Context: an optimization exercise on an open-source flow, tuned for small area and a short achievable clock period. The choices shown serve that exercise and are no tape-out recipe.
RTL that was checked went through simulation tests only; none was proved equivalent to the original.
For run 7, only the layout was checked, not whether the RTL still works.

==> flow/design.v (outline; a module is shown in full before it is edited, if it fits) <==
// module mul24: 830 lines
// module fa3: 4 lines
// module ha2: 4 lines
// module falign: 22 lines
// module faddsub: 36 lines
// module fnorm: 49 lines
// module fpost: 37 lines
// module fma: 141 lines
module fma #(
                parameter int FW = 23,
                parameter int EW = 8
            )(
                input logic clk,
                input logic [2 : 0] rm,
                input logic [3:0] op,
                input logic [EW + FW : 0]  opA,
                input logic [EW + FW : 0]  opB,
                input logic [EW + FW : 0]  opC,
                output logic [EW + FW : 0]  result
            );
  // ...
==> flow/flow/run.sh <==
#!/bin/bash
# The standard layout (bash standard.sh), with plain buffers on the ports
# instead of the delay buffers buffer_ports picks by default.
set -euo pipefail
export BUFFER_PORTS_ARGS="-buffer_cell sky130_fd_sc_hd__buf_1"
bash standard.sh > standard.log 2>&1
==> flow/standard.sh <==
#!/bin/bash
# synth_recipe.tcl (not shown) runs the flow's synth.tcl, then flattens the netlist and writes it again
# the make line also repeats each setting of config.mk as NAME=value (left out here)
make -C /OpenROAD-flow-scripts/flow DESIGN_CONFIG=/design/flow/config.mk WORK_HOME=/design/flow/orfs CLKGATE_MAP_FILE= SYNTH_SCRIPT=/design/flow/synth_recipe.tcl "${@:-finish}"
==> flow/config.mk <==
export PLATFORM = sky130hd
export DESIGN_NAME = fma
export DESIGN_NICKNAME = fma
export VERILOG_FILES = /design/flow/design.v
export SDC_FILE = /design/flow/constraint.sdc
export NUM_CORES = 4
export LEC_CHECK = 0
export ABC_AREA = 1
export CAP_MARGIN = 20
export CORE_MARGIN = 2
export CORE_UTILIZATION = 40
export SLEW_MARGIN = 20
export SYNTH_HIERARCHICAL = 1
export SYNTH_MINIMUM_KEEP_SIZE = 0
==> flow/constraint.sdc <==
create_clock -name core_clock -period 55.0 [get_ports {clk}]
set_input_delay 11.0000 -clock core_clock [delete_from_list [all_inputs] [get_ports {clk}]]
set_output_delay 11.0000 -clock core_clock [all_outputs]
set_load 0.01 [all_outputs]
==> qor.yml, run 1 <==
run_status:
  status: "finished clean"
die:
  nWellTaps: 1144
  ios: 136
  die_h_um: 298.1
logic_synthesis:
  synth-compound-area-share_pct: 13.40
  yosysWarnings: 15
  synth.most_common_cell: "nand2_1"
  ys_ff_latch: 232
  synthAdderAreaFrac_pct: 22.75
  synth_flop_cell: "dfxtp_1"
  synth.top_cell.area_share_pct: 16.78
drt:
  wl_per_cell_um: 19.84
  dr_wl_met3_um: 9400
  drc: 0
global_route:
  grt_pass1_wl_um: 188200
  grt.total_usage_pct: 26.47
timing:
  fmax_mhz: 83.20
  min_period_ps: 12020
  holdWs_ps: 336.2
  slew_headroom_pct: 24.89
clocking:
  cts_buffers: 24
  cts_tree: "done"
  clk_latency_ps: 560
  clk_path_buf_depth: 3
  cts_root_buffer: "clkbuf_16"
  path_clk_slew_ps: 60
cells_and_area:
  finalNetCount: 5473
  area_growth_pct: 5.685
  final_cells: 6075
  final_util_pct: 42.81
  fillCellCount: 9083
  buf_share_pct: 2.782
setup_path:
  r2r-start: "op1[0]"
  r2r-end: "E2[1]"
  critical_path.endpoint: "result[27]"
  critPathBufInv: 1
  critPathMaxStageDelay_ps: 300
placed_design:
  globalplace.congestion: 1.009
  placed_area_mm2: 0.03570
==> module fma, before the edit <==
module fma #(
                parameter int FW = 23,
                parameter int EW = 8
            )(
                input logic clk,
                input logic [2 : 0] rm,
                input logic [3:0] op,
                input logic [EW + FW : 0]  opA,
                input logic [EW + FW : 0]  opB,
                input logic [EW + FW : 0]  opC,
                output logic [EW + FW : 0]  result
            );
    logic [2:0]  rm1;
    logic [3:0]  op1;
    logic [31:0] a1r, b1r, c1r;
    always_ff @(posedge clk) begin
        rm1 <= rm;
        op1 <= op;
        a1r <= opA;
        b1r <= opB;
        c1r <= opC;
    end
    logic [31:0] x1, x2, x3;
    always_comb begin
        case (op1[1:0])
            2'b01: begin
                x1 = a1r;
                x2 = {b1r[31] ^ op1[2], b1r[30:0]};
                x3 = 32'h0;
            end
            2'b10: begin
                x1 = 32'h3f800000;
                x2 = a1r;
                x3 = {b1r[31] ^ op1[3], b1r[30:0]};
            end
            2'b11: begin
                x1 = a1r;
                x2 = {b1r[31] ^ op1[2], b1r[30:0]};
                x3 = {c1r[31] ^ op1[3], c1r[30:0]};
            end
            default: begin
                x1 = 32'h0;
                x2 = 32'h0;
                x3 = 32'h0;
            end
        endcase
    end
    logic        sM1;
    logic [30:0] a1, b1;
    logic [31:0] c1;
    assign sM1 = x1[31] ^ x2[31];
    assign a1  = x1[30:0];
    assign b1  = x2[30:0];
    assign c1  = x3;
    logic [7:0] e1, e2, e3;
    logic [22:0] f1, f2, f3;
    assign e1 = a1[30:23];
    assign e2 = b1[30:23];
    assign e3 = c1[30:23];
    assign f1 = a1[22:0];
    assign f2 = b1[22:0];
    assign f3 = c1[22:0];
    logic ez1, ez2, ez3, eo1, eo2, eo3, fz1, fz2, fz3;
    assign ez1 = ~|e1;  assign eo1 = &e1;  assign fz1 = ~|f1;
    assign ez2 = ~|e2;  assign eo2 = &e2;  assign fz2 = ~|f2;
    assign ez3 = ~|e3;  assign eo3 = &e3;  assign fz3 = ~|f3;
    logic inf1, inf2, inf3, nan1, nan2, nan3, zero1, zero2, zero3;
    assign inf1 = eo1 & fz1;  assign nan1 = eo1 & ~fz1;  assign zero1 = ez1 & fz1;
    assign inf2 = eo2 & fz2;  assign nan2 = eo2 & ~fz2;  assign zero2 = ez2 & fz2;
    assign inf3 = eo3 & fz3;  assign nan3 = eo3 & ~fz3;  assign zero3 = ez3 & fz3;
    logic nanM, infM, zeroM, s3;
    assign nanM  = nan1 | nan2 | (zero1 & inf2) | (inf1 & zero2);
    assign infM  = (inf1 & ~(zero2 | nan2)) | (inf2 & ~(zero1 | nan1));
    assign zeroM = (zero1 & ~(inf2 | nan2)) | (zero2 & ~(inf1 | nan1));
    assign s3    = c1[31];
    logic [47:0] prod;
    mul24 u_mul (.a({~ez1, f1}), .b({~ez2, f2}), .p(prod));
    logic pm;
    assign pm = prod[47];
    logic [9:0] e12, e12p;
    assign e12  = {2'b0, e1} + {2'b0, e2} + 10'd897;
    assign e12p = e12 + 10'd1;
    logic [10:0] d;                  
    assign d = {1'b0, e12} - {3'b0, e3};
    logic dneg, dz, wrap;
    assign dneg = d[10];
    assign dz   = ~|d;
    assign wrap = &e12;              
    logic [9:0] u, u1;
    assign u  = d[9:0] ^ {10{dneg}};
    assign u1 = u + 10'd1;
    logic comp;
    logic [9:0] shamt, expM;
    assign comp  = pm ? (~dneg & ~wrap) : (~dneg & ~dz);
    assign shamt = (pm & wrap) ? {2'b0, e3} : ((pm ^ dneg) ? u1 : u);
    assign expM  = pm ? e12p : e12;
    logic [47:0] sigM;
    assign sigM = pm ? prod : {prod[46:0], 1'b0};
    logic [47:0] M2;
    logic [23:0] C2;
    logic [5:0]  sh2;
    logic        shz2, comp2, sM2, s32, nan2q, inf2q, zp2;
    logic [7:0]  E2;
    logic        El2;
    logic [2:0]  rm2;
    always_ff @(posedge clk) begin
        M2    <= sigM;
        C2    <= {~ez3, f3};
        sh2   <= shamt[5:0];
        shz2  <= shamt >= 10'd48;
        comp2 <= comp;
        E2    <= comp ? expM[7:0] : e3;
        El2   <= comp ? (expM < 10'd48) : (e3 < 8'd48);
        sM2   <= sM1;
        s32   <= s3;
        nan2q <= nanM | nan3 | (infM & inf3 & (sM1 ^ s3));
        inf2q <= infM | inf3;
        zp2   <= zeroM & zero3;
        rm2   <= rm1;
    end
    logic eff;
    assign eff = sM2 ^ s32;
    logic [47:0] big, sml;
    falign u_align (.M(M2), .C(C2), .comp(comp2), .sh(sh2), .shz(shz2), .big(big), .sml(sml));
    logic [48:0] S;
    logic gt, ge;
    faddsub u_add (.big(big), .sml(sml), .sub(eff), .S(S), .gt(gt), .ge(ge));
    logic a_ge_b, sgn;
    assign a_ge_b = comp2 ? ge : ~gt;
    assign sgn = eff ? (a_ge_b ? sM2 : s32) : sM2;
    logic [48:0] Sx;
    assign Sx = {S[48:1], S[0] & ~S[48]};
    logic [5:0] lz;
    logic [22:0] fr;
    logic lsb, guard, rnd, sticky;
    fnorm u_norm (.Sx(Sx), .E(E2[5:0]), .Elt48(El2), .lz(lz), .fr(fr), .lsb(lsb), .guard(guard), .rnd(rnd), .sticky(sticky));
    logic [31:0] res;
    fpost u_post (.fr(fr), .lsb(lsb), .guard(guard), .rnd(rnd), .sticky(sticky), .rm(rm2), .sgn(sgn),
                  .E(E2), .lz(lz), .nan(nan2q), .inf(inf2q), .zero(zp2 | ~|S), .res(res));
    always_ff @(posedge clk) result <= res;
endmodule
==> inputs of run 2 (changes only) <==
--- a/flow/design.v
+++ b/flow/design.v
@@ -1004,27 +1004,16 @@
     end
     logic [31:0] x1, x2, x3;
     always_comb begin
+        x1 = (op1[1] | op1[0]) ? a1r : 32'h0;
         case (op1[1:0])
-            2'b01: begin
-                x1 = a1r;
-                x2 = {b1r[31] ^ op1[2], b1r[30:0]};
-                x3 = 32'h0;
-            end
-            2'b10: begin
-                x1 = 32'h3f800000;
-                x2 = a1r;
-                x3 = {b1r[31] ^ op1[3], b1r[30:0]};
-            end
-            2'b11: begin
-                x1 = a1r;
-                x2 = {b1r[31] ^ op1[2], b1r[30:0]};
-                x3 = {c1r[31] ^ op1[3], c1r[30:0]};
-            end
-            default: begin
-                x1 = 32'h0;
-                x2 = 32'h0;
-                x3 = 32'h0;
-            end
+            2'b01, 2'b11: x2 = {b1r[31] ^ op1[2], b1r[30:0]};
+            2'b10:        x2 = 32'h3f800000;
+            default:      x2 = 32'h0;
+        endcase
+        case (op1[1:0])
+            2'b10:   x3 = {b1r[31] ^ op1[3], b1r[30:0]};
+            2'b11:   x3 = {c1r[31] ^ op1[3], c1r[30:0]};
+            default: x3 = 32'h0;
         endcase
     end
     logic        sM1;
==> run 2 against run 1 <==
Effect of this change:
- still clean on timing, DRC and antenna
- worst hold slack gained 48 ps
- final area shrank 0.79%
- first-iteration DRC count grew 7.5%
- via count down 1.5%
- cell count shrank 0.31%
- non-clock buffer count shrank 1
- fmax fell by 0.30%
- critical path type unchanged
- highest routed layer unchanged
==> qor.yml, run 2 <==
run_status:
  status: "finished clean"  # unchanged
setup_path:
  crit_family: "flip-flops"  # unchanged
  crit_type: "register to output pin"  # unchanged
  crit_path_start_kind: "register"  # unchanged
  critPathBufInv: 1  # unchanged
  crit_path_end_kind: "output pin"  # unchanged
  critical_path.slowest_cell: "dfxtp_1"  # unchanged
  cp_max_fo: 1  # unchanged
  crit_chain: "buf_1"  # unchanged
  arrival_ps: 1060  # was 1020 ps
  cp.required_ps: 44000  # about the same
  critPathMaxStageDelay_ps: 310  # was 300 ps
drt:
  ant_nets: 0  # unchanged
  vias_per_cell: 5.523  # was 5.587
  vias: 33450  # was 33,940
  wl_per_cell_um: 19.38  # was 19.84 µm
  detail_route.first_pass.iterations: 8  # was 6
  drc: 0  # unchanged
  initialDrtViolationCount: 3553  # was 3,305
  wl_um: 117400  # was 120,500 µm
global_route:
  grt.total_usage_pct: 26.03  # was 26.47%
  grt_max_degree: 94  # unchanged
  antenna_found_initial: 0  # unchanged
  grt_pass1_wl_um: 184300  # was 188,200 µm
  grt-ovfl-total: 0  # unchanged
  first_global_vias: 31930  # was 32,770
clocking:
  cts_tree: "done"  # unchanged
  clk_latency_ps: 590  # was 560 ps
  htreeDepth: 1  # unchanged
  cts_buffers: 26  # was 24
  post_cts_buffers: 0  # unchanged
  hold_buffers: 0  # unchanged
  cts_resized: 0  # unchanged
  cts_root_buffer: "clkbuf_16"  # unchanged
  clock_sinks: 232  # unchanged
  clk_path_buf_depth: 3  # unchanged
  path_clk_slew_ps: 60  # about the same
cells_and_area:
  multi_input_area_mm2: 0.02623  # was 0.02656 mm²
  finalNetCount: 5455  # was 5,473
  ff_latch_area_mm2: 0.004648  # unchanged
  largest_register: "M2"  # unchanged
  n_antenna_cell: 0  # unchanged
  drive_gt1_share_pct: 6.454  # was 6.591%
  final_cells: 6056  # was 6,075
  largest_reg_flops: 48  # unchanged
  final_common_cell: "nand2_1"  # unchanged
  final_area_mm2: 0.03628  # was 0.03657 mm²
  fillCellCount: 9071  # was 9,083
  area_growth_pct: 5.456  # was 5.685%
  mostFrequentLayoutCells: "nand2_1, nand3_1, inv_1, xor2_1, o22ai_1"  # unchanged
timing:
  tightestPinTransition_ps: 1203  # was 1116 ps
  setup-tns-final_ps: 0  # unchanged
  min_period_ps: 12060  # was 12,020 ps
  slew_headroom_pct: 19.78  # was 24.89%
  finalClockSkew_ps: 17.31  # was 16.27 ps
  hold_viol: 0  # unchanged
  setup_viol: 0  # unchanged
  rsz0062_at_grt: "false"  # unchanged
  period_share_pct: 21.92  # was 21.85%
  finalMaxSlewViolations: 0  # unchanged
  fmax_mhz: 82.95  # was 83.20 MHz
logic_synthesis:
  ys_ff_latch: 232  # unchanged
  synthArstFlopShare_pct: 0  # unchanged
  postSynthAreaPerCell_um2: 6.944  # was 6.949 µm²
  synth_cell_type_count: 68  # unchanged
  syn-instance-count: 4954  # was 4,979
  syn_area_mm2: 0.03440  # was 0.03460 mm²
  synth_flop_cell: "dfxtp_1"  # unchanged
  yosysTopAreaCell: "fa_1"  # unchanged
  synth.most_common_cell: "nand2_1"  # unchanged
  netlist_top_cells_count: "nand2_1, nand3_1, inv_1"  # unchanged
  yosys-top-cells-area: "fa_1, dfxtp_1, nand2_1, xor2_1, nand3_1"  # unchanged
  synth-edff-count: 0  # unchanged
  yosysSeqAreaShare_pct: 13.50  # was 13.42%
  yosysWarnings: 15  # unchanged
  synth.top_cell.area_share_pct: 16.88  # was 16.78%
placed_design:
  placed_area_mm2: 0.03535  # was 0.03570 mm²
  placedCellCount: 6008  # was 6,032
  port_buffers: 135  # unchanged
  globalplace.congestion: 1.006  # was 1.009
  post-dp-hpwl_um: 91170  # was 92,010 µm
die:
  fp-row-count: 107  # unchanged
  die_area_mm2: 0.08836  # was 0.08886 mm²
  ios: 136  # unchanged
  start_util_pct: 40.40  # was 40.51%
  core_area_mm2: 0.08515  # was 0.08541 mm²
  die-width_um: 297.3  # was 298.1 µm
  die_h_um: 297.3  # was 298.1 µm
min_path:
  hold_path_class: "register to register"  # unchanged
flow_run:
  cap_violations: 0  # unchanged
-- run 2: cell types whose count changed after synthesis, sizes merged, moves of 4 or more --
cell / change
nor2: +19
nor3: +4
nand2: +11
o21ai: -44
o22ai: -6
nand3: -6
a21oi: -7
-- run 2: cell families (layout without fill, tap and decap cells) --
group | count (synthesis) | after routing | share of synthesized area [%]
simple gates | 2257 | 2257 | 29.24
buf+inv | 845 | 792 | 10.48
other cells | 1 | 12 | 0.01090
fa+ha+maj | 458 | 458 | 22.99
flops | 232 | 232 | 13.50
xor+xnor | 429 | 429 | 10.92
mux | 4 | 4 | 0.1200
compound gates | 728 | 728 | 12.74
-- run 2: Yosys stat by module (local to each module, per instance) --
| module | cells | cell area, µm² | copies in the design |
|---|---|---|---|
| fa3 | 1 | 20.02 | 264 |
| faddsub | 589 | 3515 | 1 |
| fma | 1016 | 8512 | 1 |
| fpost | 236 | 1259 | 1 |
| ha2 | 1 | 12.51 | 34 |
| mul24 | 1182 | 7834 | 1 |
| falign | 844 | 3835 | 1 |
| fnorm | 789 | 3735 | 1 |
-- run 2: worst paths after layout --
check	start	to	slack, ps	cells past startpoint
hold reg to reg	rm1[1]	rm2[1]	380	0
hold / removal	rm1[1]	rm2[1]	380	0
setup reg to reg	sh2[0]	result[1]	43840	51
setup / recovery	result[22]	result[22]	42940	1
-- run 2: metrics by stage --
stage / hold WS, ps / util, % / setup WS, ps
6_report: 384.5 / 42.60 / 42940
5_1_grt: 396.2 / 42.60 / 42880
4_1_cts: 392.2 / 42.59 / 42900
3_5_place_dp: 368.1 / 41.51 / 43540
3_3_place_gp: 375.7 / 41.51 / 43550
2_1_floorplan: 309.6 / - / 43670
-- run 2: area by class of cell --
| type | count | area share [%] |
|---|---|---|
| Timing Repair Buffer | 202 | 2.804 |
| Multi-Input combinational cell | 3888 | 72.30 |
| Clock buffer | 31 | 1.928 |
| Inverter | 543 | 5.622 |
| Clock inverter | 16 | 0.5898 |
| Sequential cell | 232 | 12.81 |
| Tap cell | 1144 | 3.946 |
-- run 2: routing by layer --
| metal | part of all wire, % | wire (µm) | GRT usage [%] |
|---|---|---|---|
| met1 | 43 | 50300 | 35.10 |
| met2 | 45 | 52810 | 42.27 |
| met3 | 7.4 | 8655 | 2.834 |
| met4 | 4.8 | 5589 | 11.08 |
| met5 | 0 | 0 | 0 |
==> inputs of run 3 (changes only) <==
--- a/flow/config.mk
+++ b/flow/config.mk
@@ -8,7 +8,9 @@
 export ABC_AREA = 1
 export CAP_MARGIN = 20
 export CORE_MARGIN = 2
-export CORE_UTILIZATION = 40
+export CORE_UTILIZATION = 60
+export CTS_CLUSTER_DIAMETER = 120
+export CTS_CLUSTER_SIZE = 20
 export SLEW_MARGIN = 20
 export SYNTH_HIERARCHICAL = 1
 export SYNTH_MINIMUM_KEEP_SIZE = 0
==> run 3 against run 2 <==
Effect of this change:
- utilization increased by 20 points
- non-clock buffer count up 3
- flip-flop and latch count unchanged
- fmax increased by 0.41%
- final area is 2.3% lower
- global-route usage increased by 12 points
==> qor.yml, run 3 <==
timing:
  setup_viol: 0  # unchanged
  period_share_pct: 21.83  # was 21.92%
  hold_viol: 0  # unchanged
  holdWs_ps: 345.4  # was 384.5 ps
  finalClockSkew_ps: 23.58  # was 17.31 ps
  slew_headroom_pct: 26.02  # was 19.78%
  min_period_ps: 12010  # was 12,060 ps
  rsz0062_at_grt: "false"  # unchanged
  tightestPinTransition_ps: 1108  # was 1203 ps
  fmax_mhz: 83.29  # was 82.95 MHz
  setup-tns-final_ps: 0  # unchanged
  finalMaxSlewViolations: 0  # unchanged
logic_synthesis:
  yosys-top-cells-area: "fa_1, dfxtp_1, nand2_1, xor2_1, nand3_1"  # unchanged
  synth.most_common_cell: "nand2_1"  # unchanged
  yosysSeqAreaShare_pct: 13.50  # unchanged
  syn_area_mm2: 0.03440  # unchanged
  netlist_top_cells_count: "nand2_1, nand3_1, inv_1"  # unchanged
  yosysTopAreaCell: "fa_1"  # unchanged
  synth.top_cell.area_share_pct: 16.88  # unchanged
  synth_flop_cell: "dfxtp_1"  # unchanged
  yosysWarnings: 15  # unchanged
  synth_cell_type_count: 68  # unchanged
  syn-instance-count: 4954  # unchanged
  postSynthAreaPerCell_um2: 6.944  # unchanged
  ys_ff_latch: 232  # unchanged
  synth-edff-count: 0  # unchanged
  synthArstFlopShare_pct: 0  # unchanged
cells_and_area:
  finalNetCount: 5450  # was 5,455
  area_growth_pct: 3.019  # was 5.456%
  largest_reg_flops: 48  # unchanged
  mostFrequentLayoutCells: "nand2_1, nand3_1, inv_1, xor2_1, o22ai_1"  # unchanged
  final_common_cell: "nand2_1"  # unchanged
  largest_register: "M2"  # unchanged
  drive_gt1_share_pct: 6.131  # was 6.454%
setup_path:
  cp.depth: 1  # unchanged
  critPathBufInv: 1  # unchanged
  crit_path_start_kind: "register"  # unchanged
  critPathMaxStageDelay_ps: 310  # about the same
  cp.required_ps: 44000  # about the same
  reg2regPathDepth: 53  # was 51
  critical_path.slowest_cell: "dfxtp_1"  # unchanged
  crit_family: "flip-flops"  # unchanged
  arrival_ps: 1010  # was 1060 ps
  cp_max_fo: 1  # unchanged
  crit_type: "register to output pin"  # unchanged
  crit_path_end_kind: "output pin"  # unchanged
  crit_chain: "buf_1"  # unchanged
clocking:
  clock_sinks: 232  # unchanged
  clk_latency_ps: 540  # was 590 ps
  cts_tree: "done"  # unchanged
  clk_path_buf_depth: 3  # unchanged
  path_clk_slew_ps: 80  # was 60 ps
  post_cts_buffers: 0  # unchanged
  cts_root_buffer: "clkbuf_16"  # unchanged
  cts_buffers: 18  # was 26
  cts_resized: 0  # unchanged
  htreeDepth: 1  # unchanged
  hold_buffers: 0  # unchanged
global_route:
  grt-ovfl-total: 0  # unchanged
  grt_max_degree: 94  # unchanged
  grt.total_usage_pct: 37.79  # was 26.03%
  antenna_found_initial: 0  # unchanged
  grt_pass1_wl_um: 177900  # was 184,300 µm
  first_global_vias: 31910  # was 31,930
drt:
  wl_per_cell_um: 20.26  # was 19.38 µm
  ant_nets: 0  # unchanged
  drc: 0  # unchanged
  vias: 33980  # was 33,450
  vias_per_cell: 6.015  # was 5.523
  detail_route.first_pass.iterations: 7  # was 8
  wl_um: 114500  # was 117,400 µm
  initialDrtViolationCount: 3368  # was 3,553
placed_design:
  port_buffers: 135  # unchanged
  globalplace.congestion: 1.064  # was 1.006
  post-dp-hpwl_um: 87770  # was 91,170 µm
die:
  fp-row-count: 87  # was 107
  start_util_pct: 60.89  # was 40.40%
  ios: 136  # unchanged
  die-width_um: 243.4  # was 297.3 µm
  die_area_mm2: 0.05926  # was 0.08836 mm²
  die_h_um: 243.4  # was 297.3 µm
  core_area_mm2: 0.05650  # was 0.08515 mm²
run_status:
  status: "finished clean"  # unchanged
flow_run:
  cap_violations: 0  # unchanged
min_path:
  hold_path_class: "register to register"  # unchanged
  whs_path_depth: 0  # unchanged
[run 3: cell counts after synthesis]
Identical to the previous run, type by type.
[run 3: path summary, 6_finish.rpt]
| check | start | endpoint | slack, ps |
|---|---|---|---|
| worst max-delay path | result[27] | result[27] | 42990 |
| worst max register to register | comp2 | result[1] | 44240 |
| worst min-delay path | rm1[0] | rm2[0] | 350 |
| worst min register to register | rm1[0] | rm2[0] | 350 |
[run 3: cell families (layout without fill, tap and decap cells)]
group                    after synthesis  after routing  share of synthesized area (%)
other                                  1             13                        0.01090
AO/OA/AOI/OAI                        728            728                          12.74
AND/OR/NAND/NOR                     2257           2257                          29.24
buffers and inverters                845            773                          10.48
adder cells (fa/ha/maj)              458            458                          22.99
flip-flops                           232            232                          13.50
multiplexers                           4              4                         0.1200
XOR/XNOR                             429            429                          10.92
[run 3: metal layers]
layer / part of all wire, % / GRT usage, % / vias up
met1: 40 / 49.08 / 15780
met3: 9.1 / 6.466 / 368
met5: 0 / 0 / -
met2: 46 / 61.22 / 1770
li1: - / - / 16070
met4: 5.3 / 17.99 / 0
[run 3: area by class of cell]
cell class / instances / area, µm²
inverters: 543 / 2039
flip-flops and latches: 232 / 4648
well taps: 756 / 945.9
clock inverters: 7 / 100.1
repair buffers: 205 / 1032
clock buffers: 18 / 450.4
diodes: 1 / 2.502
multi-input cells: 3888 / 26220
fillers: 5471 / 21060
[run 3: metrics by stage]
| step | instance area, µm² | worst slack [ps] | utilization [%] | instances |
|---|---|---|---|---|
| final | 35440 | 42990 | 62.73 | 5650 |
| after global routing | 35440 | 42930 | 62.72 | 5649 |
| after CTS | 35440 | 42960 | 62.72 | 5649 |
| after detailed placement | 34880 | 43540 | 61.75 | 5624 |
| after global placement | 34880 | 43550 | 61.75 | 5624 |
| after floorplan | 34440 | 43670 | - | 4965 |
[run 3: Yosys stat by module, one instance, submodules excluded]
module,flops+latches,area (µm²),cells,times used
fa3,0,20.02,1,264
ha2,0,12.51,1,34
falign,0,3835,844,1
faddsub,0,3515,589,1
fpost,0,1259,236,1
fma,232,8512,1016,1
fnorm,0,3735,789,1
mul24,0,7834,1182,1
==> inputs of run 4 (changes only) <==
--- a/flow/config.mk
+++ b/flow/config.mk
@@ -10,7 +10,7 @@
 export CORE_MARGIN = 2
 export CORE_UTILIZATION = 60
 export CTS_CLUSTER_DIAMETER = 120
-export CTS_CLUSTER_SIZE = 20
+export CTS_CLUSTER_SIZE = 28
 export SLEW_MARGIN = 20
 export SYNTH_HIERARCHICAL = 1
 export SYNTH_MINIMUM_KEEP_SIZE = 0
==> run 4 against run 3 <==
Effect of this change:
- critical path depth unchanged
- final area decreased by 0.10%
- die area unchanged
- flip-flop and latch count is the same
- routed wire length shrank 0.12%
- worst setup slack lost 26 ps
- global-route usage shrank 0.078 points
- synthesized cell count unchanged
- register-to-register slack worse by 40 ps
- non-clock buffer count did not move
- largest cell class unchanged
- highest routed layer unchanged
==> qor.yml, run 4 <==
cells_and_area:
  multi_input_area_mm2: 0.02622  # unchanged
  final_util_pct: 62.66  # was 62.73%
  mostFrequentLayoutCells: "nand2_1, nand3_1, inv_1, xor2_1, o22ai_1"  # unchanged
  area_growth_pct: 2.914  # was 3.019%
  largest_reg_flops: 48  # unchanged
  finalNetCount: 5447  # was 5,450
  largest_register: "M2"  # unchanged
  drive_gt1_share_pct: 6.074  # was 6.131%
  final_common_cell: "nand2_1"  # unchanged
  ff_latch_area_mm2: 0.004648  # unchanged
  fillCellCount: 5464  # was 5,471
global_route:
  grt_pass1_wl_um: 177500  # was 177,900 µm
  antenna_found_initial: 0  # unchanged
  first_global_vias: 31750  # was 31,910
  grt-ovfl-total: 0  # unchanged
  grt_max_degree: 94  # unchanged
  grt.total_usage_pct: 37.72  # was 37.79%
setup_path:
  cp_max_fo: 1  # unchanged
  arrival_ps: 1030  # was 1010 ps
  crit_path_start_kind: "register"  # unchanged
  crit_family: "flip-flops"  # unchanged
  cp.required_ps: 44000  # about the same
  critPathBufInv: 1  # unchanged
  critPathMaxStageDelay_ps: 320  # was 310 ps
  crit_type: "register to output pin"  # unchanged
  critical_path.slowest_cell: "dfxtp_1"  # unchanged
  crit_chain: "buf_1"  # unchanged
  crit_path_end_kind: "output pin"  # unchanged
flow_run:
  cap_violations: 0  # unchanged
timing:
  hold_viol: 0  # unchanged
  slew_headroom_pct: 26.46  # was 26.02%
  fmax_mhz: 83.11  # was 83.29 MHz
  setup_viol: 0  # unchanged
  finalClockSkew_ps: 56.99  # was 23.58 ps
  tightestPinTransition_ps: 1102  # was 1108 ps
  period_share_pct: 21.88  # was 21.83%
  min_period_ps: 12030  # was 12,010 ps
  finalMaxSlewViolations: 0  # unchanged
  rsz0062_at_grt: "false"  # unchanged
  setup-tns-final_ps: 0  # unchanged
logic_synthesis:
  syn_area_mm2: 0.03440  # unchanged
  yosys-top-cells-area: "fa_1, dfxtp_1, nand2_1, xor2_1, nand3_1"  # unchanged
  syn-instance-count: 4954  # unchanged
  yosysSeqAreaShare_pct: 13.50  # unchanged
  synthArstFlopShare_pct: 0  # unchanged
  ys_ff_latch: 232  # unchanged
  synth_cell_type_count: 68  # unchanged
  synth.top_cell.area_share_pct: 16.88  # unchanged
  postSynthAreaPerCell_um2: 6.944  # unchanged
  synth.most_common_cell: "nand2_1"  # unchanged
  yosysWarnings: 15  # unchanged
  netlist_top_cells_count: "nand2_1, nand3_1, inv_1"  # unchanged
  synth-edff-count: 0  # unchanged
  yosysTopAreaCell: "fa_1"  # unchanged
  synth_flop_cell: "dfxtp_1"  # unchanged
drt:
  ant_nets: 0  # unchanged
  drc: 0  # unchanged
  wl_um: 114300  # was 114,500 µm
  detail_route.first_pass.iterations: 7  # unchanged
  wl_per_cell_um: 20.24  # was 20.26 µm
  initialDrtViolationCount: 3482  # was 3,368
  vias_per_cell: 5.995  # was 6.015
  vias: 33850  # was 33,980
clocking:
  htreeDepth: 1  # unchanged
  cts_resized: 0  # unchanged
  post_cts_buffers: 0  # unchanged
  hold_buffers: 0  # unchanged
  path_clk_slew_ps: 90  # was 80 ps
  cts_tree: "done"  # unchanged
  clock_sinks: 232  # unchanged
  clk_path_buf_depth: 3  # unchanged
  cts_buffers: 15  # was 18
  cts_root_buffer: "clkbuf_16"  # unchanged
  clk_latency_ps: 550  # was 540 ps
die:
  die_h_um: 243.4  # unchanged
  fp-row-count: 87  # unchanged
  core_area_mm2: 0.05650  # unchanged
  ios: 136  # unchanged
  die-width_um: 243.4  # unchanged
  die_area_mm2: 0.05926  # unchanged
  start_util_pct: 60.89  # unchanged
min_path:
  hold_path_class: "register to register"  # unchanged
run_status:
  status: "finished clean"  # unchanged
placed_design:
  port_buffers: 135  # unchanged
  post-dp-hpwl_um: 87770  # unchanged
  globalplace.congestion: 1.064  # unchanged
-- run 4: changes by cell type in the layout (fill, tap and decap cells not counted), sizes merged --
cell	before	now
clkinvlp	1	0
clkbuf	18	16
-- run 4: cells by family (layout without fill, tap and decap cells) --
logic type / Yosys count / in the layout / share of synthesized area [%]
AOI/OAI and AO/OA: 728 / 728 / 12.74
xor gates and xnor gates: 429 / 429 / 10.92
adders and majority gates: 458 / 458 / 22.99
buffers and inverters: 845 / 770 / 10.48
DFF: 232 / 232 / 13.50
muxes: 4 / 4 / 0.1200
other: 1 / 13 / 0.01090
and+or+nand+nor: 2257 / 2257 / 29.24
-- run 4: final cells by class --
class	count	area share, %
Clock buffer	16	1.099
Multi-Input combinational cell	3888	74.06
Timing Repair Buffer	205	2.916
Sequential cell	232	13.13
Tap cell	756	2.672
Inverter	543	5.761
Antenna cell	1	0.007069
Clock inverter	6	0.3534
-- run 4: worst paths after layout --
path	from	endpoint	slack (ps)	depth (start not counted)
setup / recovery	result[27]	result[27]	42970	1
hold / removal	rm1[0]	rm2[0]	350	0
setup reg to reg	comp2	result[1]	44200	55
hold reg to reg	rm1[0]	rm2[0]	350	0
-- run 4: metal layers --
layer / up-vias / wire, µm / track usage [%]
li1: 16070 / - / -
met1: 15740 / 46120 / 49.23
met2: 1678 / 51700 / 60.89
met3: 365 / 10510 / 6.455
met4: 0 / 5983 / 17.74
met5: - / 0 / 0
-- run 4: modules after synthesis, one instance, submodules excluded --
module,area (µm²),times used
fa3,20.02,264
faddsub,3515,1
falign,3835,1
fma,8512,1
fnorm,3735,1
fpost,1259,1
ha2,12.51,34
mul24,7834,1
-- run 4: through the flow --
step                setup WS [ps]  instances  hold slack (ps)  area (µm²)
floorplan                   43670       4965            309.6       34440
global placement            43550       5624            324.4       34880
detailed placement          43540       5624            327.5       34880
CTS                         42940       5646            351.1       35400
global route                42900       5646            362.2       35400
finish                      42970       5647            350.2       35400
-- run 4: worst reg2reg max path: cells and delay by family, from the launching register on --
family	cells	cell delay, ps
fa+ha+maj	3	960
buf+inv	8	2500
flops	1	330
xor+xnor	2	340
simple gates	37	5800
compound gates	5	790
==> inputs of run 5 (changes only) <==
--- a/flow/config.mk
+++ b/flow/config.mk
@@ -8,9 +8,9 @@
 export ABC_AREA = 1
 export CAP_MARGIN = 20
 export CORE_MARGIN = 2
-export CORE_UTILIZATION = 60
+export CORE_UTILIZATION = 40
 export CTS_CLUSTER_DIAMETER = 120
-export CTS_CLUSTER_SIZE = 28
+export CTS_CLUSTER_SIZE = 20
 export SLEW_MARGIN = 20
 export SYNTH_HIERARCHICAL = 1
 export SYNTH_MINIMUM_KEEP_SIZE = 0
==> run 5 against run 4 <==
Effect of this change:
- utilization shrank 20 points
- highest routed layer unchanged
- final area grew 1.5%
- largest cell class unchanged
- global-route usage shrank 12 points
- area after synthesis is the same
- routed wire length grew 2.8%
- worst setup slack lost 19 ps
- sequential share of layout area shrank 0.20 points
- flip-flop and latch count is the same
==> qor.yml, run 5 <==
timing:
  period_share_pct: 21.91  # was 21.88%
  rsz0062_at_grt: "false"  # unchanged
  tightestPinTransition_ps: 1264  # was 1102 ps
  min_period_ps: 12050  # was 12,030 ps
  hold_viol: 0  # unchanged
  worst_slack_ps: 42950  # was 42,970 ps
  setup_viol: 0  # unchanged
  setup-tns-final_ps: 0  # unchanged
  finalClockSkew_ps: 42.44  # was 56.99 ps
  fmax_mhz: 82.98  # was 83.11 MHz
  slew_headroom_pct: 15.66  # was 26.46%
  finalMaxSlewViolations: 0  # unchanged
placed_design:
  placedCellCount: 6008  # was 5,624
  globalplace.congestion: 1.006  # was 1.064
  pre_cts_ws_ps: 43540  # about the same
  post-dp-hpwl_um: 91170  # was 87,770 µm
  port_buffers: 135  # unchanged
  placed_area_mm2: 0.03535  # was 0.03488 mm²
clocking:
  cts_buffers: 18  # was 15
  cts_tree: "done"  # unchanged
  path_clk_slew_ps: 80  # was 90 ps
  post_cts_buffers: 0  # unchanged
  clk_latency_ps: 560  # was 550 ps
  cts_root_buffer: "clkbuf_16"  # unchanged
  clk_path_buf_depth: 3  # unchanged
  cts_resized: 0  # unchanged
  clock_sinks: 232  # unchanged
  hold_buffers: 0  # unchanged
  htreeDepth: 1  # unchanged
die:
  start_util_pct: 40.40  # was 60.89%
  fp-row-count: 107  # was 87
  core_area_mm2: 0.08515  # was 0.05650 mm²
  die_area_mm2: 0.08836  # was 0.05926 mm²
  ios: 136  # unchanged
  die-width_um: 297.3  # was 243.4 µm
  die_h_um: 297.3  # was 243.4 µm
global_route:
  met2_usage_pct: 42.35  # was 60.89%
  grt_pass1_wl_um: 184200  # was 177,500 µm
  grt_max_degree: 94  # unchanged
  first_global_vias: 31760  # was 31,750
  antenna_found_initial: 0  # unchanged
  busiest_layer: "met2"  # unchanged
  grt.total_usage_pct: 26.02  # was 37.72%
  grtUsageMet3_pct: 2.746  # was 6.455%
  grt-ovfl-total: 0  # unchanged
  met1_usage_pct: 35.23  # was 49.23%
drt:
  vias: 33380  # was 33,850
  vias_per_cell: 5.529  # was 5.995
  wl_per_cell_um: 19.48  # was 20.24 µm
  drc: 0  # unchanged
  detail_route.first_pass.iterations: 6  # was 7
  initialDrtViolationCount: 3617  # was 3,482
  ant_nets: 0  # unchanged
  wl_um: 117600  # was 114,300 µm
cells_and_area:
  drive_gt1_share_pct: 6.092  # was 6.074%
  largest_reg_flops: 48  # unchanged
  area_growth_pct: 4.492  # was 2.914%
  final_cells: 6036  # was 5,647
  fillCellCount: 9102  # was 5,464
  final_util_pct: 42.21  # was 62.66%
  final_common_cell: "nand2_1"  # unchanged
  largest_register: "M2"  # unchanged
  mostFrequentLayoutCells: "nand2_1, nand3_1, inv_1, xor2_1, o22ai_1"  # unchanged
  finalNetCount: 5447  # unchanged
  n_antenna_cell: 0  # was 1
  final_area_mm2: 0.03594  # was 0.03540 mm²
logic_synthesis:
  yosysTopAreaCell: "fa_1"  # unchanged
  syn-instance-count: 4954  # unchanged
  synth-edff-count: 0  # unchanged
  synth_flop_cell: "dfxtp_1"  # unchanged
  yosys-top-cells-area: "fa_1, dfxtp_1, nand2_1, xor2_1, nand3_1"  # unchanged
  postSynthAreaPerCell_um2: 6.944  # unchanged
  synthArstFlopShare_pct: 0  # unchanged
  netlist_top_cells_count: "nand2_1, nand3_1, inv_1"  # unchanged
  synth_cell_type_count: 68  # unchanged
  synth.top_cell.area_share_pct: 16.88  # unchanged
  ys_ff_latch: 232  # unchanged
  synth.most_common_cell: "nand2_1"  # unchanged
  yosysSeqAreaShare_pct: 13.50  # unchanged
  yosysWarnings: 15  # unchanged
  syn_area_mm2: 0.03440  # unchanged
setup_path:
  arrival_ps: 1050  # was 1030 ps
  crit_path_end_kind: "output pin"  # unchanged
  cp_max_fo: 1  # unchanged
  crit_family: "flip-flops"  # unchanged
  critPathBufInv: 1  # unchanged
  crit_chain: "buf_1"  # unchanged
  critical_path.slowest_cell: "dfxtp_1"  # unchanged
  crit_path_start_kind: "register"  # unchanged
  critPathMaxStageDelay_ps: 320  # about the same
  cp.required_ps: 44000  # about the same
  crit_type: "register to output pin"  # unchanged
run_status:
  status: "finished clean"  # unchanged
min_path:
  hold_path_class: "register to register"  # unchanged
flow_run:
  cap_violations: 0  # unchanged
## run 5: cell count changes in the layout (fill, tap and decap cells not counted), sizes merged
cell / change
buf: -3
clkbuf: +3
bufinv: +1
clkinv: +1
diode: -1
## run 5: area by class of cell
type                       instances  area (µm²)  share of cell area (%)
clock buffer                      19       454.2                   1.264
sequential                       232        4648                   12.93
clock inverter                     8       127.6                  0.3551
multi-input combinational       3888       26230                   72.96
inverter                         543        2039                   5.674
timing repair buffer             202        1017                   2.830
tap                             1144        1431                   3.982
## run 5: kinds of logic after synthesis
logic type               Yosys count  synth area share, %
multiplexers                       4               0.1200
flip-flops                       232                13.50
XOR/XNOR                         429                10.92
buffers and inverters            845                10.48
adder cells (fa/ha/maj)          458                22.99
AND/OR/NAND/NOR                 2257                29.24
other                              1              0.01090
AO/OA/AOI/OAI                    728                12.74
## run 5: worst paths after layout
kind                                 start    endpoint  slack (ps)  cells after the start
worst min-delay path                rm1[0]      rm2[0]         400                      0
worst min register to register      rm1[0]      rm2[0]         400                      0
worst max-delay path            result[16]  result[16]       42950                      1
worst max register to register      sh2[0]   result[1]       43780                     51
## run 5: routing by layer
metal / routed length [µm] / part of all wire [%]
met4: 5407 / 4.6
met3: 8555 / 7.3
met2: 52950 / 45
met1: 50660 / 43
met5: 0 / 0
## run 5: metrics by stage
| step | hold WS (ps) |
|---|---|
| after floorplan | 309.6 |
| after global placement | 375.7 |
| after detailed placement | 368.1 |
| after CTS | 399.7 |
| after global routing | 410.9 |
| final | 396.4 |
## run 5: per-module statistics from Yosys (local to each module, per instance)
module   flip-flops and latches  cells inside
fma                         232          1016
faddsub                       0           589
fa3                           0             1
falign                        0           844
mul24                         0          1182
fpost                         0           236
fnorm                         0           789
ha2                           0             1
==> inputs of run 6 (changes only) <==
--- a/flow/config.mk
+++ b/flow/config.mk
@@ -10,7 +10,7 @@
 export CORE_MARGIN = 2
 export CORE_UTILIZATION = 40
 export CTS_CLUSTER_DIAMETER = 120
-export CTS_CLUSTER_SIZE = 20
+export CTS_CLUSTER_SIZE = 28
 export SLEW_MARGIN = 20
 export SYNTH_HIERARCHICAL = 1
 export SYNTH_MINIMUM_KEEP_SIZE = 0
==> run 6 against run 5 <==
Effect of this change:
- still clean
- synthesized cell count did not move
- register-to-register slack got worse by 40 ps
- area after synthesis did not move
- critical path type unchanged
==> qor.yml, run 6 <==
run_status:
  status: "finished clean"  # unchanged
die:
  ios: 136  # unchanged
  start_util_pct: 40.40  # unchanged
  core_area_mm2: 0.08515  # unchanged
  die_area_mm2: 0.08836  # unchanged
  die-width_um: 297.3  # unchanged
  fp-row-count: 107  # unchanged
  die_h_um: 297.3  # unchanged
timing:
  setup_viol: 0  # unchanged
  finalClockSkew_ps: 24.55  # was 42.44 ps
  rsz0062_at_grt: "false"  # unchanged
  worst_slack_ps: 42980  # was 42,950 ps
  period_share_pct: 21.86  # was 21.91%
  hold_viol: 0  # unchanged
  finalMaxSlewViolations: 0  # unchanged
  setup-tns-final_ps: 0  # unchanged
  slew_headroom_pct: 17.71  # was 15.66%
  fmax_mhz: 83.16  # was 82.98 MHz
  min_period_ps: 12020  # was 12,050 ps
  holdWs_ps: 409.2  # was 396.4 ps
  tightestPinTransition_ps: 1233  # was 1264 ps
drt:
  initialDrtViolationCount: 3672  # was 3,617
  detail_route.first_pass.iterations: 8  # was 6
  wl_um: 117300  # was 117,600 µm
  wl_per_cell_um: 19.44  # was 19.48 µm
  vias: 33410  # was 33,380
  vias_per_cell: 5.538  # was 5.529
  ant_nets: 0  # unchanged
  drc: 0  # unchanged
setup_path:
  cp_max_fo: 1  # unchanged
  crit_family: "flip-flops"  # unchanged
  arrival_ps: 1020  # was 1050 ps
  cp.required_ps: 44000  # about the same
  crit_path_start_kind: "register"  # unchanged
  crit_path_end_kind: "output pin"  # unchanged
  crit_type: "register to output pin"  # unchanged
  critical_path.slowest_cell: "dfxtp_1"  # unchanged
  crit_chain: "buf_1"  # unchanged
  reg2regPathDepth: 51  # unchanged
  critPathMaxStageDelay_ps: 320  # about the same
  ff2ff_setup_slack_ps: 43740  # was 43,780 ps
  r2r-end: "result[1]"  # unchanged
  critPathBufInv: 1  # unchanged
  r2r-start: "sh2[0]"  # unchanged
logic_synthesis:
  synth_cell_type_count: 68  # unchanged
  synthArstFlopShare_pct: 0  # unchanged
  synth.most_common_cell: "nand2_1"  # unchanged
  yosysTopAreaCell: "fa_1"  # unchanged
  ys_ff_latch: 232  # unchanged
  yosysWarnings: 15  # unchanged
  synth.top_cell.area_share_pct: 16.88  # unchanged
  synth-edff-count: 0  # unchanged
  postSynthAreaPerCell_um2: 6.944  # unchanged
  netlist_top_cells_count: "nand2_1, nand3_1, inv_1"  # unchanged
  syn_area_mm2: 0.03440  # unchanged
  synth_flop_cell: "dfxtp_1"  # unchanged
  syn-instance-count: 4954  # unchanged
  yosys-top-cells-area: "fa_1, dfxtp_1, nand2_1, xor2_1, nand3_1"  # unchanged
  yosysSeqAreaShare_pct: 13.50  # unchanged
clocking:
  cts_root_buffer: "clkbuf_16"  # unchanged
  cts_buffers: 14  # was 18
  clk_latency_ps: 540  # was 560 ps
  post_cts_buffers: 0  # unchanged
  hold_buffers: 0  # unchanged
  htreeDepth: 1  # unchanged
  path_clk_slew_ps: 100  # was 80 ps
  cts_tree: "done"  # unchanged
  clk_path_buf_depth: 3  # unchanged
  cts_resized: 0  # unchanged
  clock_sinks: 232  # unchanged
global_route:
  grt.total_usage_pct: 25.95  # was 26.02%
  grt_pass1_wl_um: 184000  # was 184,200 µm
  first_global_vias: 31790  # was 31,760
  antenna_found_initial: 0  # unchanged
  grt_max_degree: 94  # unchanged
  grt-ovfl-total: 0  # unchanged
cells_and_area:
  finalNetCount: 5443  # was 5,447
  final_common_cell: "nand2_1"  # unchanged
  largest_register: "M2"  # unchanged
  area_growth_pct: 4.194  # was 4.492%
  drive_gt1_share_pct: 5.995  # was 6.092%
  mostFrequentLayoutCells: "nand2_1, nand3_1, inv_1, xor2_1, o22ai_1"  # unchanged
  fillCellCount: 9108  # was 9,102
  largest_reg_flops: 48  # unchanged
placed_design:
  post-dp-hpwl_um: 91170  # unchanged
  port_buffers: 135  # unchanged
  globalplace.congestion: 1.006  # unchanged
  pre_cts_ws_ps: 43540  # unchanged
min_path:
  min_from: "rm1[0]"  # unchanged
  holdPathEnd: "rm2[0]"  # unchanged
  hold_path_class: "register to register"  # unchanged
  whs_path_depth: 0  # unchanged
flow_run:
  cap_violations: 0  # unchanged
run 6: cell count changes in the layout (fill, tap and decap cells not counted), sizes merged:
| cell | before | now |
|---|---|---|
| clkinv | 8 | 5 |
| clkbuf | 19 | 17 |
| inv | 542 | 543 |
| diode | 0 | 1 |
| bufinv | 1 | 0 |
run 6: layout make-up:
type	count	area [µm²]	share of cell area (%)
diodes	1	2.502	0.006982
multi-input cells	3888	26230	73.17
clock buffers	17	392.9	1.096
inverters	543	2039	5.690
clock inverters	5	83.83	0.2339
well taps	1144	1431	3.994
repair buffers	202	1017	2.838
flip-flops and latches	232	4648	12.97
run 6: through the flow:
| step | std cells | cell area, µm² | utilization, % |
|---|---|---|---|
| 4_1_cts | 6030 | 35820 | 42.07 |
| 3_5_place_dp | 6008 | 35350 | 41.51 |
| 6_report | 6032 | 35840 | 42.09 |
| 5_1_grt | 6031 | 35840 | 42.09 |
| 3_3_place_gp | 6008 | 35350 | 41.51 |
| 2_1_floorplan | 4965 | 34440 | - |
run 6: layer usage:
| metal | track usage, % | up-vias | wire, µm | share of wire, % |
|---|---|---|---|---|
| met5 | 0 | - | 0 | 0 |
| li1 | - | 16060 | - | - |
| met1 | 35.14 | 15500 | 50340 | 43 |
| met2 | 42.03 | 1568 | 52810 | 45 |
| met3 | 2.658 | 278 | 8339 | 7.1 |
| met4 | 11.12 | 0 | 5784 | 4.9 |
run 6: Yosys stat by module (local to each module, per instance):
module,cells inside,times used,area [µm²]
fa3,1,264,20.02
faddsub,589,1,3515
falign,844,1,3835
fma,1016,1,8512
fnorm,789,1,3735
fpost,236,1,1259
ha2,1,34,12.51
mul24,1182,1,7834
run 6: cells by family (layout without fill, tap and decap cells):
family                     after synthesis  count (layout)  share of synthesized area (%)
AOI/OAI and AO/OA                      728             728                          12.74
adders and majority gates              458             458                          22.99
buffers and inverters                  845             767                          10.48
muxes                                    4               4                         0.1200
xor gates and xnor gates               429             429                          10.92
and+or+nand+nor                       2257            2257                          29.24
other                                    1              13                        0.01090
DFF                                    232             232                          13.50
run 6: worst max path at each step:
| stage | to | from | slack, ps | cells after the start |
|---|---|---|---|---|
| floorplan | result[0] | result[0] | 43670 | 0 |
| global placement | result[28] | result[28] | 43550 | 1 |
| detailed placement | result[16] | result[16] | 43540 | 1 |
| CTS | result[11] | result[11] | 42950 | 1 |
| global route | result[6] | result[6] | 42930 | 1 |
| finish | result[16] | result[16] | 42980 | 1 |
==> inputs of run 7 (changes only) <==
--- a/flow/design.v
+++ b/flow/design.v
@@ -992,37 +992,33 @@
                 input logic [EW + FW : 0]  opC,
                 output logic [EW + FW : 0]  result
             );
+    logic g1d, selBd, sel1d, s3Bd, s3Cd;
+    assign g1d   = op[1] | op[0];            
+    assign selBd = op[0];                    
+    assign sel1d = op[1] & ~op[0];           
+    assign s3Bd  = op[1] & ~op[0];           
+    assign s3Cd  = op[1] & op[0];            
     logic [2:0]  rm1;
-    logic [3:0]  op1;
-    logic [31:0] a1r, b1r, c1r;
+    logic        g1, selB, sel1, s3B, s3C, sM1, s31;
+    logic [30:0] a1r, b1r, c1r;
     always_ff @(posedge clk) begin
-        rm1 <= rm;
-        op1 <= op;
-        a1r <= opA;
-        b1r <= opB;
-        c1r <= opC;
+        rm1  <= rm;
+        g1   <= g1d;
+        selB <= selBd;
+        sel1 <= sel1d;
+        s3B  <= s3Bd;
+        s3C  <= s3Cd;
+        sM1  <= (g1d & opA[31]) ^ (selBd & (opB[31] ^ op[2]));
+        s31  <= (s3Bd & (opB[31] ^ op[3])) | (s3Cd & (opC[31] ^ op[3]));
+        a1r  <= opA[30:0];
+        b1r  <= opB[30:0];
+        c1r  <= opC[30:0];
     end
-    logic [31:0] x1, x2, x3;
-    always_comb begin
-        x1 = (op1[1] | op1[0]) ? a1r : 32'h0;
-        case (op1[1:0])
-            2'b01, 2'b11: x2 = {b1r[31] ^ op1[2], b1r[30:0]};
-            2'b10:        x2 = 32'h3f800000;
-            default:      x2 = 32'h0;
-        endcase
-        case (op1[1:0])
-            2'b10:   x3 = {b1r[31] ^ op1[3], b1r[30:0]};
-            2'b11:   x3 = {c1r[31] ^ op1[3], c1r[30:0]};
-            default: x3 = 32'h0;
-        endcase
-    end
-    logic        sM1;
     logic [30:0] a1, b1;
     logic [31:0] c1;
-    assign sM1 = x1[31] ^ x2[31];
-    assign a1  = x1[30:0];
-    assign b1  = x2[30:0];
-    assign c1  = x3;
+    assign a1 = a1r & {31{g1}};
+    assign b1 = (b1r & {31{selB}}) | ({8'h7f, 23'h0} & {31{sel1}});
+    assign c1 = {s31, (b1r & {31{s3B}}) | (c1r & {31{s3C}})};
     logic [7:0] e1, e2, e3;
     logic [22:0] f1, f2, f3;
     assign e1 = a1[30:23];
==> run 7 against run 6 <==
Effect of this change:
- via count decreased by 0.32%
- routed wire length is 1.4% higher
- global-route usage rose by 0.28 points
- die area down 0.11%
- final area barely moved
- critical path type unchanged
==> qor.yml, run 7 <==
clocking:
  hold_buffers: 0  # unchanged
  cts_buffers: 14  # unchanged
  post_cts_buffers: 0  # unchanged
  clk_path_buf_depth: 3  # unchanged
  htreeDepth: 1  # unchanged
  clk_latency_ps: 540  # about the same
  path_clk_slew_ps: 110  # was 100 ps
  cts_root_buffer: "clkbuf_16"  # unchanged
  clock_sinks: 231  # was 232
  cts_resized: 0  # unchanged
  cts_tree: "done"  # unchanged
run_status:
  status: "finished clean"  # unchanged
timing:
  min_period_ps: 12040  # was 12,020 ps
  tightestPinTransition_ps: 1256  # was 1233 ps
  setup_viol: 0  # unchanged
  finalClockSkew_ps: 37.88  # was 24.55 ps
  finalMaxSlewViolations: 0  # unchanged
  period_share_pct: 21.88  # was 21.86%
  fmax_mhz: 83.08  # was 83.16 MHz
  hold_viol: 0  # unchanged
  setup-tns-final_ps: 0  # unchanged
  rsz0062_at_grt: "false"  # unchanged
  slew_headroom_pct: 16.19  # was 17.71%
global_route:
  grt-ovfl-total: 0  # unchanged
  grt_max_degree: 94  # unchanged
  grt.total_usage_pct: 26.22  # was 25.95%
  grt_pass1_wl_um: 185300  # was 184,000 µm
  antenna_found_initial: 1  # was 0
  first_global_vias: 31720  # was 31,790
cells_and_area:
  largest_reg_flops: 48  # unchanged
  reg_top3: "M2 (48), result (32)"
  largest_register: "M2"  # unchanged
  drive_gt1_share_pct: 5.853  # was 5.995%
  finalNetCount: 5424  # was 5,443
  final_cells: 6013  # was 6,032
  final_common_cell: "nand2_1"  # unchanged
  area_growth_pct: 4.304  # was 4.194%
  mostFrequentLayoutCells: "nand2_1, nand3_1, inv_1, xor2_1, o22ai_1"  # unchanged
  fillCellCount: 9140  # was 9,108
  n_antenna_cell: 0  # was 1
setup_path:
  crit_type: "register to output pin"  # unchanged
  crit_family: "flip-flops"  # unchanged
  crit_chain: "buf_1"  # unchanged
  arrival_ps: 1040  # was 1020 ps
  cp_max_fo: 1  # unchanged
  crit_path_end_kind: "output pin"  # unchanged
  critical_path.slowest_cell: "dfxtp_1"  # unchanged
  cp.required_ps: 44000  # about the same
  crit_path_start_kind: "register"  # unchanged
  critPathMaxStageDelay_ps: 350  # was 320 ps
  critPathBufInv: 1  # unchanged
logic_synthesis:
  synth.top_cell.area_share_pct: 16.90  # was 16.88%
  netlist_top_cells_count: "nand2_1, nand3_1, inv_1"  # unchanged
  synth_flop_cell: "dfxtp_1"  # unchanged
  synth.most_common_cell: "nand2_1"  # unchanged
  yosysTopAreaCell: "fa_1"  # unchanged
  synth_cell_type_count: 68  # unchanged
  yosysWarnings: 15  # unchanged
  synth-edff-count: 0  # unchanged
  synthArstFlopShare_pct: 0  # unchanged
  postSynthAreaPerCell_um2: 6.963  # was 6.944 µm²
  syn-instance-count: 4935  # was 4,954
  yosysSeqAreaShare_pct: 13.46  # was 13.50%
  ys_ff_latch: 231  # was 232
  syn_area_mm2: 0.03436  # was 0.03440 mm²
  yosys-top-cells-area: "fa_1, dfxtp_1, nand2_1, xor2_1, nand3_1"  # unchanged
die:
  die_h_um: 297.1  # was 297.3 µm
  fp-row-count: 107  # unchanged
  die-width_um: 297.1  # was 297.3 µm
  core_area_mm2: 0.08515  # unchanged
  die_area_mm2: 0.08827  # was 0.08836 mm²
  ios: 136  # unchanged
  start_util_pct: 40.36  # was 40.40%
flow_run:
  cap_violations: 0  # unchanged
placed_design:
  placedCellCount: 5991  # was 6,008
  post-dp-hpwl_um: 90740  # was 91,170 µm
  port_buffers: 135  # unchanged
  globalplace.congestion: 0.9664  # was 1.006
drt:
  wl_um: 119000  # was 117,300 µm
  detail_route.first_pass.iterations: 6  # was 8
  ant_nets: 0  # unchanged
  initialDrtViolationCount: 3153  # was 3,672
  vias: 33300  # was 33,410
  wl_per_cell_um: 19.78  # was 19.44 µm
  drc: 0  # unchanged
  vias_per_cell: 5.538  # about the same
min_path:
  hold_path_class: "register to register"  # unchanged
run 7: through the flow:
step	instance area (µm²)	setup slack [ps]	hold slack (ps)	utilization, %
final	35840	42960	330.3	42.09
after global routing	35840	42920	333.7	42.09
after CTS	35830	42930	330.9	42.08
after detailed placement	35350	43260	327.3	41.51
after global placement	35350	43280	324.5	41.51
after floorplan	34400	43490	309.6	-
run 7: worst paths after layout:
check / from / end / slack, ps / depth (start not counted)
worst max-delay path: result[31] / result[31] / 42960 / 1
worst max register to register: sh2[1] / result[1] / 43920 / 51
worst min register to register: rm1[1] / rm2[1] / 330 / 0
worst min-delay path: rm1[1] / rm2[1] / 330 / 0
run 7: logic make-up after synthesis:
logic type	count (synthesis)	share of synthesized area, %
xor+xnor	425	10.85
compound gates	733	13.01
mux	3	0.09103
simple gates	2239	29.16
fa+ha+maj	456	22.94
flops	231	13.46
other cells	1	0.01091
buf+inv	847	10.47
run 7: layer usage:
| layer | global-route usage (%) | vias up | wire, µm |
|---|---|---|---|
| met5 | 0 | - | 14 |
| met4 | 10.25 | 2 | 5269 |
| met3 | 3.586 | 290 | 9250 |
| met2 | 42.41 | 1496 | 52980 |
| met1 | 35.38 | 15520 | 51450 |
| li1 | - | 15990 | - |
run 7: cell type report:
class	count	area [µm²]	area share, %
Multi-Input combinational cell	3868	26250	73.24
Sequential cell	231	4626	12.91
Inverter	552	2073	5.785
Tap cell	1144	1431	3.994
Timing Repair Buffer	197	979.7	2.733
Clock buffer	16	389.1	1.086
Clock inverter	5	90.09	0.2514
run 7: modules after synthesis (local to each module, per instance):
module,cells inside,cell area [µm²]
ha2,1,12.51
falign,844,3835
fma,997,8474
mul24,1182,7834
fnorm,789,3735
fpost,236,1259
fa3,1,20.02
faddsub,589,3515

[separate check: timing with driven ports]
The results above use ideal ports. As a check the final layouts listed here were re-extracted and re-timed, cells and wires unchanged.
Step 1: set_driving_cell puts a clkbuf_16 on clk and a buf_2 on each other input, an assumption about the parent block.
Step 2 times the ports against the registers' clock, not the clock port: input delays grow and output delays shrink by t, the midpoint of the rising clock arrivals with the driver on.
Slacks: ideal ports / drivers / drivers and shift; pairs: ideal ports / drivers.
run | t, ns | setup slack, ns | worst slew at a driven data input, ns
run 1 | 0.605 | 42.980 / 42.920 / 43.526 | 0.05
run 2 | 0.643 | 42.944 / 42.878 / 43.521 | 0.04
run 3 | 0.589 | 42.994 / 42.928 / 43.518 | 0.05
run 4 | 0.579 | 42.968 / 42.911 / 43.489 | 0.04
run 5 | 0.609 | 42.949 / 42.880 / 43.489 | 0.04
run 6 | 0.587 | 42.975 / 42.915 / 43.502 | 0.04
run 7 | 0.594 | 42.964 / 42.896 / 43.273 | 0.04
After both steps setup and hold are still met in every run listed.
